This design comes from an exercise in tuning for small area and few clock cycles on the open sky130 flow, not from production work. In this exercise RTL edits were held to simulation tests only and were not proved equivalent to the original. No activity file was given, so power comes from the tool's default toggle rates.

==> trial 7: inputs <==
==> flow/design.v <==
`default_nettype none
module cache (
    input  wire        i_clk,
    input  wire        i_rst,
    input  wire        i_mem_ready,
    output wire [31:0] o_mem_addr,
    output wire        o_mem_ren,
    output wire        o_mem_wen,
    output wire [31:0] o_mem_wdata,
    input  wire [31:0] i_mem_rdata,
    input  wire        i_mem_valid,
    output wire        o_busy,
    input  wire [31:0] i_req_addr,
    input  wire        i_req_ren,
    input  wire        i_req_wen,
    input  wire [ 3:0] i_req_mask,
    input  wire [31:0] i_req_wdata,
    output wire [31:0] o_res_rdata
);
  localparam S = 3;
  localparam DEPTH = 8;
  localparam T = 25;
  reg [31:0] dx0[0:15];
  reg [31:0] dy0[0:15];
  reg [31:0] dx1[0:15];
  reg [31:0] dy1[0:15];
  reg [T-1:0] tx[0:DEPTH-1];
  reg [T-1:0] ty[0:DEPTH-1];
  reg [DEPTH-1:0] valid0;
  reg [DEPTH-1:0] valid1;
  reg [DEPTH-1:0] lru;   
  reg ph;
  wire [T-1:0] req_tag = i_req_addr[31:7];
  wire [S-1:0] req_set = i_req_addr[6:4];
  wire [1:0] req_word = i_req_addr[3:2];
  wire [DEPTH-1:0] set_dec = 8'd1 << req_set;
  wire [15:0] pair_dec = 16'd1 << {req_set, req_word[1]};
  wire rd_y = req_word[0] ^ ph;   
  reg [T-1:0] tagx_r, tagy_r;
  reg [31:0] word0_r, word1_r;
  integer k;
  always @(*) begin
    tagx_r = {T{1'b0}};
    tagy_r = {T{1'b0}};
    for (k = 0; k < DEPTH; k = k + 1) begin
      tagx_r = tagx_r | (tx[k] & {T{set_dec[k]}});
      tagy_r = tagy_r | (ty[k] & {T{set_dec[k]}});
    end
    word0_r = 32'd0;
    word1_r = 32'd0;
    for (k = 0; k < 16; k = k + 1) begin
      word0_r = word0_r | (dx0[k] & {32{pair_dec[k] & ~rd_y}}) | (dy0[k] & {32{pair_dec[k] & rd_y}});
      word1_r = word1_r | (dx1[k] & {32{pair_dec[k] & ~rd_y}}) | (dy1[k] & {32{pair_dec[k] & rd_y}});
    end
  end
  wire eqx = (tagx_r == req_tag);
  wire eqy = (tagy_r == ~req_tag);
  wire hit0 = valid0[req_set] && (ph ? eqy : eqx);
  wire hit1 = valid1[req_set] && (ph ? eqx : eqy);
  wire hit = hit0 || hit1;
  reg st_fill;   
  reg st_wait;   
  reg awp;   
  reg wr_r;   
  reg wdone;   
  reg fw_r;   
  reg [1:0] tag_st;   
  reg [2:0] ic;   
  reg [2:0] rc;   
  wire idle = ~st_fill & ~st_wait;
  wire req = i_req_ren | i_req_wen;
  wire miss_start = idle & req & ~hit;
  wire whit = idle & i_req_wen & hit;
  wire resp = st_fill & i_mem_valid;
  wire resp_req = resp & (rc == 3'd1);   
  wire resp_last = resp & (rc[1:0] == 2'd3);
  wire rc_done = rc[2] | resp_last;
  assign o_mem_ren = miss_start | (st_fill & ~ic[2]);
  wire rd_acc = o_mem_ren & i_mem_ready;
  wire [1:0] rd_word = req_word + (st_fill ? {ic[1], ~ic[0] & ~ic[2]} : {1'b0, ~hit});
  assign o_mem_addr = {i_req_addr[31:4], rd_word, 2'b00};
  reg s1_valid, s1_clr, s1_way, s2_valid, s2_way;
  reg [S-1:0] s1_set, s2_set;
  reg [1:0] s1_word, s2_word;
  reg [31:0] s1_data, s2_data;
  wire acc_way = st_fill ? fw_r : hit1;
  wire fwd1 = s1_valid & (s1_way == acc_way) & (s1_set == req_set) & (s1_word == req_word);
  wire fwd2 = s2_valid & (s2_way == acc_way) & (s2_set == req_set) & (s2_word == req_word);
  wire [31:0] arr_word = (acc_way ? word1_r : word0_r) ^ {32{rd_y}};
  wire [31:0] cache_word = fwd1 ? s1_data : fwd2 ? s2_data : arr_word;
  wire [31:0] mask32 = {{8{i_req_mask[3]}}, {8{i_req_mask[2]}}, {8{i_req_mask[1]}}, {8{i_req_mask[0]}}};
  wire merge = ~resp | (wr_r & resp_req);
  wire [31:0] base = resp ? i_mem_rdata : cache_word;
  wire [31:0] din = merge ? ((base & ~mask32) | (i_req_wdata & mask32)) : base;
  wire [1:0] in_word = st_fill ? (req_word + {rc[1], ~rc[0]}) : req_word;
  wire in_x = ~(in_word[0] ^ ph);   
  wire aw_ok = ~(in_x & s1_valid & ~s1_clr);
  wire aw_req = whit | (st_wait & awp);
  wire in_we = resp | (aw_req & aw_ok);
  wire fill_w = st_fill & wr_r & ~wdone & ic[2] & merge &
                ((rc[2:1] != 2'd0) | resp_req | (&i_req_mask));
  assign o_mem_wen = whit | st_wait | fill_w;
  assign o_mem_wdata = din;
  wire w_acc = o_mem_wen & i_mem_ready;
  wire fill_done = st_fill & rc_done & (~wr_r | wdone | w_acc);
  wire wait_done = i_mem_ready & (~awp | aw_ok);
  assign o_busy = idle ? (miss_start | (whit & ~(i_mem_ready & aw_ok))) :
                  st_wait ? ~wait_done : ~fill_done;
  assign o_res_rdata = cache_word;
  wire fway = ~valid0[req_set] ? 1'b0 : ~valid1[req_set] ? 1'b1 : lru[req_set];
  wire c1_we = in_we & in_x;
  wire [4:0] c1_row = {acc_way, req_set, in_word[1]};
  wire c2_we = s1_valid & ~s1_clr;
  wire [4:0] c2_row = {s1_way, s1_set, s1_word[1]};
  wire set1 = s1_valid & s1_clr;
  wire b_we = set1 | s2_valid;
  wire [4:0] b_row = set1 ? {s1_way, s1_set, s1_word[1]} : {s2_way, s2_set, s2_word[1]};
  wire [31:0] bus = set1 ? s1_data : s2_data;
  wire t_way = st_fill ? fw_r : fway;
  wire t_clr = (miss_start & (fway == ph)) | tag_st[1];
  wire t_set = tag_st[0];
  always @(posedge i_clk) begin
    for (k = 0; k < 32; k = k + 1) begin
      if (k < 16) begin
        dy0[k] <= ~(dx0[k] | {32{(c1_we & (c1_row == k)) | (c2_we & (c2_row == k))}});
        dx0[k] <= ~(dy0[k] | ({32{b_we & (b_row == k)}} & ~bus));
      end else begin
        dy1[k-16] <= ~(dx1[k-16] | {32{(c1_we & (c1_row == k)) | (c2_we & (c2_row == k))}});
        dx1[k-16] <= ~(dy1[k-16] | ({32{b_we & (b_row == k)}} & ~bus));
      end
    end
    for (k = 0; k < DEPTH; k = k + 1) begin
      ty[k] <= ~(tx[k] | {T{t_clr & (req_set == k)}});
      tx[k] <= ~(ty[k] | ({T{t_set & (req_set == k)}} & ~req_tag));
    end
    if (miss_start | whit) lru[req_set] <= ~(hit ? hit1 : fway);
    s1_clr <= in_x;
    s1_way <= acc_way;
    s1_set <= req_set;
    s1_word <= in_word;
    s1_data <= din;
    s2_way <= s1_way;
    s2_set <= s1_set;
    s2_word <= s1_word;
    s2_data <= s1_data;
  end
  always @(posedge i_clk) begin
    if (i_rst) begin
      valid0 <= {DEPTH{1'b0}};
      valid1 <= {DEPTH{1'b0}};
    end else if (miss_start) begin
      if (fway) valid1[req_set] <= 1'b1;
      else valid0[req_set] <= 1'b1;
    end
  end
  always @(posedge i_clk) begin
    if (i_rst) begin
      ph <= 1'b0;
      s1_valid <= 1'b0;
      s2_valid <= 1'b0;
      tag_st <= 2'd0;
      st_fill <= 1'b0;
      st_wait <= 1'b0;
    end else begin
      ph <= ~ph;
      s1_valid <= in_we;
      s2_valid <= s1_valid & ~s1_clr;
      tag_st <= {miss_start & (fway != ph), t_clr};
      if (miss_start) st_fill <= 1'b1;
      else if (fill_done) st_fill <= 1'b0;
      if (whit & ~(i_mem_ready & aw_ok)) st_wait <= 1'b1;
      else if (st_wait & wait_done) st_wait <= 1'b0;
    end
  end
  always @(posedge i_clk) begin
    if (whit) awp <= ~aw_ok;
    else if (aw_ok) awp <= 1'b0;
    if (miss_start) begin
      wr_r <= i_req_wen;
      wdone <= 1'b0;
      fw_r <= fway;
      ic <= {2'b00, i_mem_ready};
      rc <= 3'd0;
    end else begin
      if (rd_acc) ic <= ic + 3'd1;
      if (resp) rc <= rc + 3'd1;
      if (w_acc) wdone <= 1'b1;
    end
  end
endmodule
`default_nettype wire
==> flow/flow/run.sh <==
#!/bin/bash
# The standard layout (standard.sh: ORFS synth .. finish), except that the
# input and output ports are buffered with the smallest buffer cell instead of
# the one buffer_ports picks by default. Every port still gets its buffer.
set -euo pipefail
export BUFFER_PORTS_ARGS="-buffer_cell sky130_fd_sc_hd__buf_1"
bash standard.sh > standard.log 2>&1
==> flow/standard.sh <==
#!/bin/bash
# synth_recipe.tcl (not shown) runs the flow's synth.tcl, then flattens the netlist and writes it again
# the make line also repeats each setting of config.mk as NAME=value (left out here)
make -C /OpenROAD-flow-scripts/flow DESIGN_CONFIG=/design/flow/config.mk WORK_HOME=/design/flow/orfs CLKGATE_MAP_FILE= SYNTH_SCRIPT=/design/flow/synth_recipe.tcl "${@:-finish}"
==> flow/config.mk <==
export PLATFORM = sky130hd
export DESIGN_NAME = cache
export DESIGN_NICKNAME = cache
export VERILOG_FILES = /design/flow/design.v
export SDC_FILE = /design/flow/constraint.sdc
export NUM_CORES = 4
export LEC_CHECK = 0
export CAP_MARGIN = 20
export CORE_MARGIN = 2
export CORE_UTILIZATION = 40
export CTS_CLUSTER_DIAMETER = 90
export CTS_CLUSTER_SIZE = 30
export GPL_ROUTABILITY_DRIVEN = 0
export PLACE_DENSITY = 0.6
export SETUP_SLACK_MARGIN = 0.2
export SLEW_MARGIN = 20
==> flow/constraint.sdc <==
create_clock -name core_clock -period 10.0 [get_ports {i_clk}]
set_input_delay 2.0000 -clock core_clock [delete_from_list [all_inputs] [get_ports {i_clk}]]
set_output_delay 2.0000 -clock core_clock [all_outputs]
set_load 0.01 [all_outputs]
==> build 64: changes against trial 7 <==
--- a/flow/design.v
+++ b/flow/design.v
@@ -74,3 +74,3 @@
   wire resp = st_fill & i_mem_valid;
-  wire resp_req = resp & (rc == 3'd1);   
+  wire resp_first = resp & (rc == 3'd0);
   wire resp_last = resp & (rc[1:0] == 2'd3);
@@ -79,3 +79,3 @@
   wire rd_acc = o_mem_ren & i_mem_ready;
-  wire [1:0] rd_word = req_word + (st_fill ? {ic[1], ~ic[0] & ~ic[2]} : {1'b0, ~hit});
+  wire [1:0] rd_word = req_word + (ic[1:0] & {2{st_fill}});
   assign o_mem_addr = {i_req_addr[31:4], rd_word, 2'b00};
@@ -91,6 +91,6 @@
   wire [31:0] mask32 = {{8{i_req_mask[3]}}, {8{i_req_mask[2]}}, {8{i_req_mask[1]}}, {8{i_req_mask[0]}}};
-  wire merge = ~resp | (wr_r & resp_req);
+  wire merge = ~resp | (wr_r & resp_first);
   wire [31:0] base = resp ? i_mem_rdata : cache_word;
   wire [31:0] din = merge ? ((base & ~mask32) | (i_req_wdata & mask32)) : base;
-  wire [1:0] in_word = st_fill ? (req_word + {rc[1], ~rc[0]}) : req_word;
+  wire [1:0] in_word = st_fill ? (req_word + rc[1:0]) : req_word;
   wire in_x = ~(in_word[0] ^ ph);   
@@ -99,4 +99,3 @@
   wire in_we = resp | (aw_req & aw_ok);
-  wire fill_w = st_fill & wr_r & ~wdone & ic[2] & merge &
-                ((rc[2:1] != 2'd0) | resp_req | (&i_req_mask));
+  wire fill_w = st_fill & wr_r & ~wdone & ic[2] & merge & ((rc != 3'd0) ^ resp);
   assign o_mem_wen = whit | st_wait | fill_w;
Settings changed: CAP_MARGIN 20 to 0, GPL_ROUTABILITY_DRIVEN 0 to default, SLEW_MARGIN 20 to 0.
==> comparison table <==
|  | build 64 | trial 7 |
|---|---|---|
| Run status | complete, but fails checks | finished clean |
| Violated checks | capacitance limit, slew limit | - |
| Number of logic stages on the critical path including buffering | 21 | 17 |
| Cell with the largest stage delay on the worst path | mux2i_1 | and2_1 |
| Power in sequential cells | 12.9 mW | 13.1 mW |
| Via count | 70,752 | 71,334 |
| Reg-to-reg critical path endpoint | dy0[0][6] | dy1[0][1] |
| Bufs w/o clock | 448 | 521 |
| Number of ordinary inverters in the final layout | 26 | 52 |
| Power Clock | 5.44 mW | 5.31 mW |
| Area taken by multi-input logic gates | 30,300 µm² | 30,100 µm² |
| Start point of the worst hold path | s1_word[0] | dy1[8][29] |
| Area share of xor/xnor cells in the synthesized design | 0.869% | 0.606% |
| Transition time at the pin with the least slew margin | 1.56 ns | 1.26 ns |
| DP Cell Count | 11,039 | 11,035 |
| DR vias/cell | 6.32 | 6.38 |
| Count of nets after finishing | 8,477 | 8,452 |
| Area fraction in compound gates after synthesis | 19.4% | 19.8% |
| Pin count of the biggest net entering global routing | 65 | 69 |
| Met3 wire len | 41,500 µm | 43,300 µm |
| Post-Syn Area | 83,700 µm² | 83,900 µm² |
Testbench counts of trial 7, summed over its fixed seeds: cycles 55,262.
Testbench counts of build 64, summed over its fixed seeds: cycles 55,595.

re-timing with driven ports:
How much do the figures lean on ideal ports? The routed layouts below were timed once more, with nothing changed but the port constraints.
Step 1 (the two cells are an assumption about what drives the block):
set clk [get_ports {i_clk}]
set_driving_cell -lib_cell sky130_fd_sc_hd__clkbuf_16 $clk
set_driving_cell -lib_cell sky130_fd_sc_hd__buf_2 [delete_from_list [all_inputs] $clk]
Step 2 times the ports against the registers' clock, not the clock port: input delays grow and output delays shrink by t, the midpoint of the rising clock arrivals with the driver on.
a / b / c = no drivers / after step 1 / after step 2; a / b = the first two.
| run | t, ns | setup WS [ns] | clock arrival spread, ns | slew at the worst register clock pin (ns) | cell pins on the clock port's net |
|---|---|---|---|---|---|
| trial 7 | 0.854 | 0.301 / 0.277 / 0.277 | 0.110 / 0.110 | 0.12 / 0.12 | 1 |
| build 64 | 0.897 | 0.364 / 0.342 / 0.342 | 0.052 / 0.052 | 0.12 / 0.12 | 1 |
For trial 7, which loses most, drivers alone change the setup slack by -0.024 ns; drivers and shift together by -0.024 ns.
